This is an optimization exercise on Yosys and OpenROAD, whose aim is small area and a short achievable clock period, not a production implementation. Function was checked by simulation only, so behaviour that the tests miss may differ from the original.

==> flow/design.v <==
module alu_top (
    input  logic        clk,
    input  logic [31:0] a,
    input  logic [31:0] b,
    input  logic [3:0]  op,
    output logic [31:0] z
);
    logic [31:0] a_q, b_q, z_q, z_c;
    logic [3:0]  op_q;
    always_ff @(posedge clk) begin
        a_q  <= a;
        b_q  <= b;
        op_q <= op;
        z_q  <= z_c;
    end
    alu #(.width(32)) u_alu (.A(a_q), .B(b_q), .op(op_q), .Z(z_c));
    assign z = z_q;
endmodule

module alu
#(parameter int width = 8)
(A, B, op, Z);
    input  logic [width-1:0] A, B;
    input  logic [3:0]       op;
    output logic [width-1:0] Z;
    localparam int W  = 36;          
    localparam int NR = 16;          
    logic is_mul, is_div, is_shl;
    assign is_mul = (op == 4'd2);
    assign is_div = (op == 4'd3);
    assign is_shl = (op == 4'd7);
    logic [31:0] n16, n8, n4, n2, D;
    logic [4:0]  s;
    assign s[4] = ~|B[31:16];
    assign n16  = s[4] ? {B[15:0], 16'b0} : B;
    assign s[3] = ~|n16[31:24];
    assign n8   = s[3] ? {n16[23:0], 8'b0} : n16;
    assign s[2] = ~|n8[31:28];
    assign n4   = s[2] ? {n8[27:0], 4'b0} : n8;
    assign s[1] = ~|n4[31:30];
    assign n2   = s[1] ? {n4[29:0], 2'b0} : n4;
    assign s[0] = ~n2[31];
    assign D    = s[0] ? {n2[30:0], 1'b0} : n2;
    logic [4:0]  amt;
    logic [62:0] L, l4, l3, l2, l1;
    assign amt = is_div ? s : (is_shl ? B[4:0] : ~B[4:0]);
    assign l4 = amt[4] ? {15'b0, A, 16'b0} : {31'b0, A};
    assign l3 = amt[3] ? {l4[54:0], 8'b0} : l4;
    assign l2 = amt[2] ? {l3[58:0], 4'b0} : l3;
    assign l1 = amt[1] ? {l2[60:0], 2'b0} : l2;
    assign L  = amt[0] ? {l1[61:0], 1'b0} : l1;
    logic [31:0] X;
    logic [33:0] D3;
    logic        d3c;
    assign X = is_mul ? A : D;
    pfx_add #(.N(34), .LV(6)) u_d3 (.a({2'b0, D}), .b({1'b0, D, 1'b0}), .ci(1'b0), .s(D3), .co(d3c));
    logic [W-1:0] S [0:NR];
    logic [W-1:0] C [0:NR];
    logic [31:0]  qpos, qneg;       
    assign S[NR] = is_div ? {5'b0, L[62:32]} : '0;
    assign C[NR] = '0;
    genvar j, k;
    generate
        for (j = NR - 1; j >= 0; j = j - 1) begin : row
            logic [W-1:0] a, b, y, mj;
            logic [1:0]   nb;
            logic         q_one, q_two, q_three, q_pos, q_neg;
            logic         m_one, m_two, m_neg;
            logic         one, two, three, neg;
            assign nb = is_div ? L[2*j+1:2*j] : 2'b00;
            assign a = {S[j+1][W-3:0], nb};
            assign b = {C[j+1][W-3:0], 2'b00};
            srt_sel u_sel (.sa(a[W-1:W-6]), .sb(b[W-1:W-6]), .d(D[30:29]), .one(q_one), .two(q_two),
                           .three(q_three), .pos(q_pos), .neg(q_neg));
            logic b_hi, b_mid, b_lo;
            assign b_hi  = B[2*j+1];
            assign b_mid = B[2*j];
            if (j == 0) begin : b0
                assign b_lo = 1'b0;
            end else begin : bn
                assign b_lo = B[2*j-1];
            end
            assign m_one = b_mid ^ b_lo;
            assign m_two = (b_hi & ~b_mid & ~b_lo) | (~b_hi & b_mid & b_lo);
            assign m_neg = b_hi & ~(b_mid & b_lo);
            assign one   = is_mul ? m_one : q_one;
            assign two   = is_mul ? m_two : q_two;
            if (j == NR - 1) begin : no3
                assign three = 1'b0;
            end else begin : has3
                assign three = ~is_mul & q_three;
            end
            assign neg   = is_mul ? m_neg : q_pos;
            for (k = 0; k < W; k = k + 1) begin : bit_
                logic x1, x2, x3;
                if (k < 32) begin : g1
                    assign x1 = X[k];
                end else begin : z1
                    assign x1 = 1'b0;
                end
                if (k >= 1 && k <= 32) begin : g2
                    assign x2 = X[k-1];
                end else begin : z2
                    assign x2 = 1'b0;
                end
                if (k < 34) begin : g3
                    assign x3 = D3[k];
                end else begin : z3
                    assign x3 = 1'b0;
                end
                assign y[k] = ((one & x1) | (two & x2) | (three & x3)) ^ neg;
            end
            assign S[j] = a ^ b ^ y;
            assign mj   = (a & b) | (a & y) | (b & y);
            assign C[j] = {mj[W-2:0], neg};
            assign qpos[2*j+1:2*j] = {(q_two | q_three) & q_pos, (q_one | q_three) & q_pos};
            assign qneg[2*j+1:2*j] = {(q_two | q_three) & q_neg, (q_one | q_three) & q_neg};
        end
    endgenerate
    logic rem_neg;
    pfx_sign #(.N(W), .LV(6)) u_rem (.a(S[0]), .b(C[0]), .neg(rem_neg));
    logic [31:0] fa, fb, sum;
    logic        fc, sco;
    always_comb begin
        if (is_mul) begin
            fa = S[0][31:0]; fb = C[0][31:0]; fc = 1'b0;
        end else if (is_div) begin
            fa = qpos; fb = ~qneg; fc = ~rem_neg;
        end else if (op[0]) begin
            fa = A; fb = ~B; fc = 1'b1;
        end else begin
            fa = A; fb = B; fc = 1'b0;
        end
    end
    pfx_add #(.N(32), .LV(5)) u_sum (.a(fa), .b(fb), .ci(fc), .s(sum), .co(sco));
    logic bz, b1, big;
    assign bz  = ~|B;
    assign b1  = (B == 32'd1);
    assign big = |B[31:5];
    always_comb begin
        case (op)
            4'd0, 4'd1, 4'd2: Z = sum;
            4'd3:             Z = bz ? 32'hFFFFFFFF : (b1 ? A : sum);
            4'd4:             Z = A & B;
            4'd5:             Z = A | B;
            4'd6:             Z = {31'b0, ~|A};
            4'd7:             Z = big ? 32'b0 : L[31:0];
            4'd8:             Z = big ? 32'b0 : L[62:31];
            default:          Z = 32'b0;
        endcase
    end
endmodule
module pfx_add #(parameter int N = 8, parameter int LV = 3) (
    input  logic [N-1:0] a, b,
    input  logic         ci,
    output logic [N-1:0] s,
    output logic         co
);
    logic [N-1:0] g [0:LV];
    logic [N-1:0] p [0:LV];
    logic [N-1:0] p0;
    assign p0 = a ^ b;
    assign g[0] = (a & b) | {{(N-1){1'b0}}, p0[0] & ci};
    assign p[0] = p0;
    genvar l, i;
    generate
        for (l = 0; l < LV; l = l + 1) begin : lvl
            for (i = 0; i < N; i = i + 1) begin : nd
                if (((i >> l) & 1) == 1) begin : cmb
                    localparam int K = ((i >> l) << l) - 1;
                    assign g[l+1][i] = g[l][i] | (p[l][i] & g[l][K]);
                    assign p[l+1][i] = p[l][i] & p[l][K];
                end else begin : pass
                    assign g[l+1][i] = g[l][i];
                    assign p[l+1][i] = p[l][i];
                end
            end
        end
    endgenerate
    assign s  = p0 ^ {g[LV][N-2:0], ci};
    assign co = g[LV][N-1];
endmodule
module pfx_sign #(parameter int N = 8, parameter int LV = 3) (
    input  logic [N-1:0] a, b,
    output logic         neg
);
    localparam int M  = N - 1;
    logic [M-1:0] g [0:LV];
    logic [M-1:0] p [0:LV];
    assign g[0] = a[M-1:0] & b[M-1:0];
    assign p[0] = a[M-1:0] ^ b[M-1:0];
    genvar l, i;
    generate
        for (l = 0; l < LV; l = l + 1) begin : lvl
            for (i = 0; i < M; i = i + 1) begin : nd
                if (i >= (1 << l)) begin : cmb
                    assign g[l+1][i] = g[l][i] | (p[l][i] & g[l][i - (1 << l)]);
                    assign p[l+1][i] = p[l][i] & p[l][i - (1 << l)];
                end else begin : pass
                    assign g[l+1][i] = g[l][i];
                    assign p[l+1][i] = p[l][i];
                end
            end
        end
    endgenerate
    assign neg = a[M] ^ b[M] ^ g[LV][M-1];
endmodule
module srt_sel (
    input  logic [5:0] sa, sb,
    input  logic [1:0] d,
    output logic       one, two, three, pos, neg
);
    logic [5:0] g, p, e;
    logic c1, c2, c3, c4, c5;
    assign g = sa & sb;
    assign p = sa ^ sb;
    assign c1 = g[0];
    assign c2 = g[1] | ((p[1] & sa[0]) & sb[0]);
    assign c3 = g[2] | (p[2] & g[1]) | (((p[2] & p[1]) & sa[0]) & sb[0]);
    assign c4 = g[3] | (p[3] & g[2]) | ((p[3] & p[2]) & g[1]) | ((((p[3] & p[2]) & p[1]) & sa[0]) & sb[0]);
    assign c5 = g[4] | (p[4] & g[3]) | ((p[4] & p[3]) & g[2]) | (((p[4] & p[3]) & p[2]) & g[1])
              | (((((p[4] & p[3]) & p[2]) & p[1]) & sa[0]) & sb[0]);
    assign e = p ^ {c5, c4, c3, c2, c1, 1'b0};
    logic [3:0] dd;
    assign dd = {d == 2'd3, d == 2'd2, d == 2'd1, d == 2'd0};
    logic ge_p3;
    assign ge_p3 = ~e[5] & (e[4] | (e[3] | (e[2] | (e[1] & e[0]))));
    logic ge_p4;
    assign ge_p4 = ~e[5] & (e[4] | (e[3] | e[2]));
    logic ge_p5;
    assign ge_p5 = ~e[5] & (e[4] | (e[3] | (e[2] & (e[1] | e[0]))));
    logic ge_p6;
    assign ge_p6 = ~e[5] & (e[4] | (e[3] | (e[2] & e[1])));
    logic ge_p8;
    assign ge_p8 = ~e[5] & (e[4] | e[3]);
    logic ge_m1;
    assign ge_m1 = ~e[5] | (e[4] & (e[3] & (e[2] & (e[1] & e[0]))));
    logic ge_m4;
    assign ge_m4 = ~e[5] | (e[4] & (e[3] & e[2]));
    logic ge_m6;
    assign ge_m6 = ~e[5] | (e[4] & (e[3] & (e[2] | e[1])));
    logic ge_m7;
    assign ge_m7 = ~e[5] | (e[4] & (e[3] & (e[2] | (e[1] | e[0]))));
    logic ge_m8;
    assign ge_m8 = ~e[5] | (e[4] & e[3]);
    logic ge_m10;
    assign ge_m10 = ~e[5] | (e[4] & (e[3] | (e[2] & e[1])));
    logic t3, t2, t1, t0, tm1, tm2;
    assign t3  = (dd[0] & ge_p5) | (dd[1] & ge_p6) | ((dd[2] | dd[3]) & ge_p8);
    assign t2  = (dd[0] & ge_p3) | (~dd[0] & ge_p4);
    assign t1  = ~e[5];
    assign t0  = ge_m1;
    assign tm1 = ((dd[0] | dd[1]) & ge_m4) | ((dd[2] | dd[3]) & ge_m6);
    assign tm2 = (dd[0] & ge_m6) | (dd[1] & ge_m7) | (dd[2] & ge_m8) | (dd[3] & ge_m10);
    assign three = t3 | ~tm2;
    assign two   = (t2 & ~t3) | (tm2 & ~tm1);
    assign one   = (t1 & ~t2) | (tm1 & ~t0);
    assign pos   = t1;
    assign neg   = ~t0;
endmodule
==> flow/flow/run.sh <==
#!/bin/bash
# Layout flow: the standard layout (standard.sh, which runs the standard
# synthesis and the ORFS steps on the standard flow's config.mk and constraint.sdc), with
# one change: the setup repair after clock-tree synthesis is asked to reach
# MARGIN ns of setup slack beyond the constraint, working on the worst path
# only (TNS_END_PERCENT=0), so that gates on the critical path are sized up
# instead of left at the sizes synthesis picked. The remaining steps (global
# and detailed routing, finishing) then run exactly as in the standard flow.
# The clock period, the I/O delays and every other setting are the standard
# flow's.
set -uo pipefail
MARGIN=28
bash standard.sh SETUP_SLACK_MARGIN=$MARGIN TNS_END_PERCENT=0 cts > standard_flow_to_cts.log 2>&1 || exit $?
bash standard.sh finish > standard_flow_finish.log 2>&1
exit $?
==> flow/standard.sh <==
#!/bin/bash
# synth_recipe.tcl (not shown) runs the flow's synth.tcl, then flattens the netlist and writes it again
# the make line also repeats each setting of config.mk as NAME=value (left out here)
make -C /OpenROAD-flow-scripts/flow DESIGN_CONFIG=/design/flow/config.mk WORK_HOME=/design/flow/orfs CLKGATE_MAP_FILE= SYNTH_SCRIPT=/design/flow/synth_recipe.tcl "${@:-finish}"
==> flow/config.mk <==
export PLATFORM = sky130hd
export DESIGN_NAME = alu_top
export DESIGN_NICKNAME = alu_top
export VERILOG_FILES = /design/flow/design.v
export SDC_FILE = /design/flow/constraint.sdc
export NUM_CORES = 4
export LEC_CHECK = 0
export ABC_AREA = 1
export CAP_MARGIN = 20
export CORE_MARGIN = 2
export CORE_UTILIZATION = 55
export CTS_CLUSTER_DIAMETER = 40
export CTS_CLUSTER_SIZE = 8
export SLEW_MARGIN = 20
==> flow/constraint.sdc <==
create_clock -name core_clock -period 90.0 [get_ports {clk}]
set_input_delay 18.0000 -clock core_clock [delete_from_list [all_inputs] [get_ports {clk}]]
set_output_delay 18.0000 -clock core_clock [all_outputs]
set_load 0.01 [all_outputs]
==> run notes <==
==> placed cells by master (no fill, tap or decap), types with 33 or more instances in the layout <==
cell,netlist,layout
a21o_1,35,35
xor2_1,580,574
fa_1,476,474
buf_4,29,272
nand2_1,1326,1300
a22oi_1,42,35
o211ai_1,45,45
or2_2,40,40
nand3_1,288,282
ha_1,264,255
o21ai_0,451,426
nand2_2,88,93
a21oi_1,181,165
nand2_4,35,54
inv_1,911,887
clkdlybuf4s50_1,0,100
a31oi_1,43,37
nand4_1,66,66
nor2_1,353,335
nor3_1,35,33
nand3_2,39,44
o22ai_1,128,122
o221ai_1,410,409
dfxtp_1,100,84
==> cells by family after synthesis <==
logic type                 synth area share [%]
and+or+nand+nor                            22.6
AOI/OAI and AO/OA                          21.3
buffers and inverters                      12.6
adders and majority gates                  27.7
xor gates and xnor gates                   11.4
DFF                                        4.33
muxes                                     0.151
==> registers in the layout (all words and copies together) (netlist names) <==
register,cells
a_q,32
b_q,32
op_q,4
z_q,32
==> layer usage <==
| layer | vias to the layer above | routed length [um] | track usage [%] |
|---|---|---|---|
| li1 | 22300 | - | - |
| met1 | 25700 | 87900 | 70.1 |
| met2 | 5683 | 94700 | 77.0 |
| met3 | 1845 | 50100 | 34.8 |
| met4 | 34 | 28500 | 46.4 |
| met5 | - | 1000 | 6.35 |
==> cell type report <==
type	instances	area, sq um	area share (%)
multi-input cells	5157	39500	76.7
repair buffers	436	4280	8.30
inverters	970	3860	7.50
flip-flops and latches	100	2030	3.95
well taps	1080	1350	2.62
clock buffers	9	225	0.437
clock inverters	6	105	0.204
repair inverters	16	92.6	0.180
diodes	22	55.1	0.107
==> stage by stage <==
step | area [sq um]
final | 51500
after global placement | 48000
after global routing | 51500
after floorplan | 46300
after CTS | 51400
after detailed placement | 48000
==> tightest hold or removal path: stages, from the launching register on <==
cell,delay (ns)
dfxtp_1,0.39
nand3_1,0.11
o2111ai_1,0.14
==> worst max-delay path by stage <==
stage	startpoint	to	slack [ns]	cells after the start
after global routing	b_q[30]$_DFF_P_	z_q[29]$_DFF_P_	18.50	452
after CTS	b_q[21]$_DFF_P_	z_q[29]$_DFF_P_	25.23	446
final	b_q[7]$_DFF_P_	z_q[25]$_DFF_P_	22.42	417
after floorplan	b_q[16]$_DFF_P_	z_q[29]$_DFF_P_	28.01	440
after global placement	b_q[13]$_DFF_P_	z_q[29]$_DFF_P_	14.46	430
after detailed placement	b_q[13]$_DFF_P_	z_q[29]$_DFF_P_	12.79	431
==> repair_timing <==
action / CTS / global route
hold buffers: 0 / 0
gates resized for setup: 359 / 0
endpoints found under the hold margin: 0 / 0
endpoints found under the setup margin: 32 / 0
buffers inserted: 139 / 0
==> reports/metrics.csv <==
stage,metric,value,unit
outcome,outcome,finished clean,
worst_setup_path,critPathKind,reg2reg,
floorplanning,fp-row-count,106,
sta,min_period,67.58,ns
logic_synthesis,synth_seq_cells,100,
sta,finClkSkew,0.0434,ns
sta,slew_headroom,5.85,%
clock_network,tritoncts,built,
worst_setup_path,worst_path_max_delay_cell,o21ai_1,
global_routing,grt-ovfl-total,0,
worst_setup_path,cp-start-kind,flop,
placement,gp_congestion,1.15,
layout,instances_no_fill,7796,
clock_network,htreeDepth,3,
sta,setup_tns,0,ns
placement,pre_cts_slack,12.79,ns
clock_network,clk_path_buf_depth,2,
detailed_routing,ant_nets,0,
clock_network,cts.sinks,100,
clock_network,numCtsBuffers,9,
logic_synthesis,synth_area_leaders,"fa_1 (21%), xor2_1 (11%), nand2_1 (11%)",
detailed_routing,drc_errors,0,
logic_synthesis,async_flop_share,0,%
sta,setup_viol,0,
placement,io_buffers,100,
floorplanning,ios,101,
sta,rsz0062_at_grt,false,
worst_setup_path,cp_num_buf_inv,82,
clock_network,clkSlewWorstSetupHoldPaths,0.11,ns
layout,drive_gt1_share,12.5,%
sta,maxSlewViolCount,0,
detailed_routing,post_drt_wl_per_cell,33.6,um
job,maxCapViolations,0,
logic_synthesis,ys.warnings.count,15,
clock_network,clock-root-buffer,clkbuf_16,
worst_hold_path,min_to,z_q[12]$_DFF_P_,
global_routing,antenna_found_initial,26,
worst_setup_path,required,90.25,ns
logic_synthesis,avgSynthCellArea,6.94,sq um
floorplanning,die_area,0.0865,sq mm
worst_hold_path,worstHoldPathType,reg2reg,
logic_synthesis,yosys.area.top_type,fa_1,
global_routing,grt_pass1_wl,370000,um
layout,layout.nets,7499,
global_routing,grt_max_degree,83,
logic_synthesis,yosysSeqAreaShare,4.33,%
global_routing,grtUsageTotal,59.5,%
sta,hold_viol_final,0,
global_routing,grt_pass1_vias,51900,
logic_synthesis,synth_nets,7482,
worst_setup_path,path_max_fanout,33,
detailed_routing,routed_wl,262000,um
floorplanning,core,0.0834,sq mm
worst_setup_path,crit_family,compound AO/OA/AOI/OAI gates,
worst_hold_path,hold_depth,2,
floorplanning,die_w,294,um
worst_setup_path,regToRegEndpoint,z_q[25]$_DFF_P_,
placement,placedCellCount,7586,
logic_synthesis,synth_common_cells,"nand2_1 (1326), inv_1 (911), xor2_1 (580), fa_1 (476), o21ai_0 (451)",
layout,fill_cells,7822,
worst_setup_path,critPathCaptureType,flop,
logic_synthesis,synth.most_common_cell,nand2_1,
worst_setup_path,r2r_slack,22.42,ns
placement,dp_hpwl,196000,um
detailed_routing,viasPerCell,7.13,
clock_network,clk-insertion-delay-late,0.41,ns
worst_setup_path,worst_r2r_path_depth,417,
logic_synthesis,synth_cells,6673,
sta,whs,0.677,ns
sta,setup_ws,22.42,ns
sta,period_share,75.1,%
worst_hold_path,hold_path_startpoint,a_q[12]$_DFF_P_,
sta,tightest_slew,1.40,ns
logic_synthesis,synth-edff-count,0,
worst_setup_path,cp_common_cell,nand2_1,
logic_synthesis,syn_area,0.0463,sq mm
floorplanning,die_h,294,um
logic_synthesis,synth_cell_types,72,
logic_synthesis,yosys.area.top_type_share,20.6,%
floorplanning,start_util,55.5,%
detailed_routing,drt_iter0_drc,10900,
detailed_routing,dr.pass1.iters,14,
layout,finish.utilization,61.8,%
sta,max_freq,0.0148,GHz
layout,area_delta_synth_final,11.3,%
worst_setup_path,cpPeakStageDelay,0.89,ns
worst_setup_path,crit_arrival,67.84,ns
logic_synthesis,synthFlopType,dfxtp_1,
worst_setup_path,rr_startpoint,b_q[7]$_DFF_P_,
detailed_routing,dr_total_vias,55600,

-- what the ideal ports hide --
The results above use ideal ports. As a check the final layout listed here was re-extracted and re-timed, cells and wires unchanged. Step 1, drivers: a clkbuf_16 drives clk and a buf_2 each remaining input, both assumed. Step 2 moves the port delays by t, midway between the first and last clock arrival at a register: inputs arrive t later, outputs are due t later. That takes back most of the time a late clock gives input paths. Three values: ideal ports, drivers, drivers and shift; two values: the first two.
shift t [ns]: 0.439
setup WS [ns]: 22.417 / 22.417 / 22.417
hold WS [ns]: 0.677 / 0.677 / 0.677
After both steps setup and hold are still met in this run. For this run, drivers alone change the setup slack by 0.000 ns; drivers and shift together by 0.000 ns.
